What follows belongs to an exercise in optimizing a design on an open flow for small area; a production flow would make more cautious choices.
In this exercise RTL edits were held to simulation tests only and were not proved equivalent to the original.
The flow treats the clock pin as an ideal source. Dropping or thinning the clock tree relies on that and would not hold on a real chip.
No activity file was given, so power comes from the tool's default toggle rates.

==> module pit_sv, before the edit <==
module pit_sv #(
    parameter integer C_S_AXI_ADDR_WIDTH = 4
)
(
    input logic                             s_axi_aclk,
    input logic                             s_axi_aresetn,
    input logic                             s_axi_awvalid,
    output logic                            s_axi_awready,
    input logic [C_S_AXI_ADDR_WIDTH-1:0]    s_axi_awaddr,
    input logic [2:0]                       s_axi_awprot,
    input logic                             s_axi_wvalid,
    output logic                            s_axi_wready,
    input logic [31:0]                      s_axi_wdata,
    input logic [3:0]                       s_axi_wstrb,
    output logic                            s_axi_bvalid,
    input logic                             s_axi_bready,
    output logic [1:0]                      s_axi_bresp,
    input logic                             s_axi_arvalid,
    output logic                            s_axi_arready,
    input logic [C_S_AXI_ADDR_WIDTH-1:0]    s_axi_araddr,
    input logic [2:0]                       s_axi_arprot,
    output logic [31:0]                     s_axi_rdata,
    output logic [1:0]                      s_axi_rresp,
    output logic                            s_axi_rvalid,
    input logic                             s_axi_rready,
    output logic                            irq
);
logic rst;
logic w_hs, w_resp, r_hs, r_resp;
logic ctrl_z, dly_z, cnt_z;           
logic [31:0] ctrl, dly;
assign rst = !s_axi_aresetn;
assign s_axi_awready = w_hs;
assign s_axi_wready  = w_hs;
assign s_axi_bvalid  = w_resp;
assign s_axi_arready = r_hs;
assign s_axi_rvalid  = r_resp;
assign s_axi_bresp = 2'b00;
assign s_axi_rresp = 2'b00;
wire w_ctrl = w_hs && (s_axi_awaddr == 4'h0);
wire w_dly  = w_hs && (s_axi_awaddr != 4'h0);
wire w_cnt  = w_hs && (s_axi_awaddr == 4'h4);
wire en0 = ctrl[0] && !ctrl_z;
wire en1 = ctrl[1] && !ctrl_z;
always_ff @(posedge s_axi_aclk) begin
    if (rst) begin
        w_hs <= 1'b0; w_resp <= 1'b0;
        r_hs <= 1'b0; r_resp <= 1'b0;
    end else begin
        w_hs   <= !w_hs && !w_resp && s_axi_awvalid && s_axi_wvalid;
        w_resp <= w_hs || (w_resp && !s_axi_bready);
        r_hs   <= !r_hs && !r_resp && s_axi_arvalid;
        r_resp <= r_hs || (r_resp && !s_axi_rready);
    end
end
always_ff @(posedge s_axi_aclk) begin
    if (w_ctrl) ctrl <= s_axi_wdata;
    if (w_dly)  dly  <= s_axi_wdata;
end
always_ff @(posedge s_axi_aclk) begin
    if (rst) begin
        ctrl_z <= 1'b1; dly_z <= 1'b1; cnt_z <= 1'b1;
    end else begin
        if (w_ctrl) ctrl_z <= 1'b0;
        if (w_dly)  dly_z  <= 1'b0;
        if (w_cnt || en0) cnt_z <= 1'b0;
    end
end
logic [31:0] rdata_n;
wire rd_c = !r_resp && (s_axi_araddr == 4'h0) && !ctrl_z;
wire rd_d = !r_resp && (s_axi_araddr != 4'h0) && !dly_z;
assign s_axi_rdata = ~rdata_n;
always_ff @(posedge s_axi_aclk)
    rdata_n <= ~(({32{rd_c}} & ctrl) | ({32{rd_d}} & dly) | ({32{r_resp}} & s_axi_rdata));
logic [31:0] cnt_n;
wire zero = cnt_z || (cnt_n == 32'hFFFF_FFFE);
wire ld_w = w_cnt;                                
wire ld_r = !w_cnt && en0 && zero && !dly_z;      
wire dec  = !w_cnt && !(en0 && zero);             
wire [32:0] brw;                                  
assign brw[0] = !w_cnt && en0 && !zero;
genvar i;
generate for (i = 0; i < 32; i = i + 1) begin : g_cnt
    assign brw[i+1] = brw[i] && cnt_n[i];
end endgenerate
always_ff @(posedge s_axi_aclk)
    cnt_n <= ~(({32{ld_w}} & s_axi_wdata) | ({32{ld_r}} & dly) | ({32{dec}} & ~(cnt_n ^ brw[31:0])));
always_ff @(posedge s_axi_aclk) begin
    if (rst) irq <= 1'b0;
    else if (!w_cnt && en0) begin
        if (zero) irq <= irq || en1;
        else irq <= 1'b0;
    end
end
endmodule
export LEC_CHECK = 0
export CAP_MARGIN = 20
export CORE_MARGIN = 2
export CORE_UTILIZATION = 40
export SLEW_MARGIN = 20
create_clock -name core_clock -period 10.0 [get_ports {s_axi_aclk}]
standard.sh (not shown) runs the stock make flow with config.mk's settings and CLKGATE_MAP_FILE= SYNTH_SCRIPT=/design/flow/synth_recipe.tcl, a recipe that flattens the netlist after the stock synthesis.
==> flow/flow/run.sh <==
#!/bin/bash
# Layout flow: the standard flow (standard.sh) with three changes.
# - Synthesis is the standard synthesis script, except that ABC maps the
#   combinational logic with the area-oriented script flow/abc_area.script
#   and half adders are not extracted (ADDER_MAP_FILE empty). Registers are
#   mapped exactly as in the standard synthesis (ABC does not touch them).
# - Ports are buffered with the smallest buffer, sky130_fd_sc_hd__buf_1.
# - The clock tree: TritonCTS runs, then flow/post_cts.tcl replaces its tree
#   with one level of four clkbuf_16, one per k-means cluster of flip-flops.
set -euo pipefail
HERE=$(pwd)
cat > my_synth.tcl <<EOT
proc abc {args} {
  set i [lsearch \$args -script]
  if {\$i >= 0} { lset args [expr {\$i + 1}] $HERE/flow/abc_area.script }
  yosys abc {*}\$args
}
source $HERE/synth_recipe.tcl
EOT
bash standard.sh SYNTH_SCRIPT=$HERE/my_synth.tcl ADDER_MAP_FILE= synth > synth.log 2>&1
export BUFFER_PORTS_ARGS="-buffer_cell sky130_fd_sc_hd__buf_1"
export CTS_ARGS="-sink_clustering_enable -repair_clock_nets -dont_use_dummy_load -buf_list {sky130_fd_sc_hd__clkbuf_4}"
export POST_CTS_TCL=$HERE/flow/post_cts.tcl
bash standard.sh > standard.log 2>&1
Other scripts of this flow, unchanged in this note and not shown: flow/flow/abc_area.script, flow/flow/post_cts.tcl
The first run finished clean.
Then changed:
--- a/flow/design.v
+++ b/flow/design.v
@@ -28,7 +28,7 @@
 );
 logic rst;
 logic w_hs, w_resp, r_hs, r_resp;
-logic ctrl_z, dly_z, cnt_z;           
+logic ctrl_z, dly_z;                  
 logic [31:0] ctrl, dly;
 assign rst = !s_axi_aresetn;
 assign s_axi_awready = w_hs;
@@ -60,11 +60,10 @@
 end
 always_ff @(posedge s_axi_aclk) begin
     if (rst) begin
-        ctrl_z <= 1'b1; dly_z <= 1'b1; cnt_z <= 1'b1;
+        ctrl_z <= 1'b1; dly_z <= 1'b1;
     end else begin
         if (w_ctrl) ctrl_z <= 1'b0;
         if (w_dly)  dly_z  <= 1'b0;
-        if (w_cnt || en0) cnt_z <= 1'b0;
     end
 end
 logic [31:0] rdata_n;
@@ -74,10 +73,10 @@
 always_ff @(posedge s_axi_aclk)
     rdata_n <= ~(({32{rd_c}} & ctrl) | ({32{rd_d}} & dly) | ({32{r_resp}} & s_axi_rdata));
 logic [31:0] cnt_n;
-wire zero = cnt_z || (cnt_n == 32'hFFFF_FFFE);
-wire ld_w = w_cnt;                                
-wire ld_r = !w_cnt && en0 && zero && !dly_z;      
-wire dec  = !w_cnt && !(en0 && zero);             
+wire zero = (cnt_n == 32'hFFFF_FFFE);
+wire ld_w = !rst && w_cnt;                        
+wire ld_r = !rst && !w_cnt && en0 && zero && !dly_z;  
+wire dec  = !rst && !w_cnt && !(en0 && zero);     
 wire [32:0] brw;                                  
 assign brw[0] = !w_cnt && en0 && !zero;
 genvar i;
@@ -85,7 +84,7 @@
     assign brw[i+1] = brw[i] && cnt_n[i];
 end endgenerate
 always_ff @(posedge s_axi_aclk)
-    cnt_n <= ~(({32{ld_w}} & s_axi_wdata) | ({32{ld_r}} & dly) | ({32{dec}} & ~(cnt_n ^ brw[31:0])));
+    cnt_n <= ~(({32{ld_w}} & s_axi_wdata) | ({32{ld_r}} & dly) | ({32{dec}} & ~(cnt_n ^ brw[31:0])) | {31'd0, rst});
 always_ff @(posedge s_axi_aclk) begin
     if (rst) irq <= 1'b0;
     else if (!w_cnt && en0) begin
Final area is lower by 0.77%.
Total power is lower by 10%.
Worst setup slack improves by 0.32 ns.
Sequential power shrinks by 8.2%.
Combinational power went down by 48%.
Core utilization came out higher by 0.83 points.
Die area went down by 0.50%.
Fmax rises by 4.0%.
Synthesized area drops by 0.52%.
Global-route usage went down by 0.71 points.
Routed wire length decreases by 3.1%.
Critical path depth went down by 5.
Worst hold slack improved by 0.0090 ns.
Synthesized cell count went down by 1.1%.
In every run of this note, the design's own scripts or RTL, not TritonCTS, make the clock network.

separate check: timing with driven ports:
The results above use ideal ports. As a check the final layouts listed here were re-extracted and re-timed, cells and wires unchanged.
Step 1, drivers: a clkbuf_16 drives s_axi_aclk and a buf_2 each remaining input, both assumed.
Step 2 times the ports against the registers' clock, not the clock port: input delays grow and output delays shrink by t, the midpoint of the rising clock arrivals with the driver on.
a / b / c = ideal ports / drivers / drivers and shift; a / b = the first two.
| run | t, ns | slack for setup (ns) | clock arrival spread, ns | pins driven straight from the clock port |
|---|---|---|---|---|
| the first run | 0.260 | 1.737 / 1.799 / 1.540 | 0.017 / 0.017 | 4 |
| the second run | 0.259 | 2.054 / 2.119 / 1.861 | 0.016 / 0.015 | 4 |
After both steps every run listed still meets setup and hold. The setup slack of the first run, which loses most, moves by +0.062 ns with the drivers and by -0.197 ns with both steps.
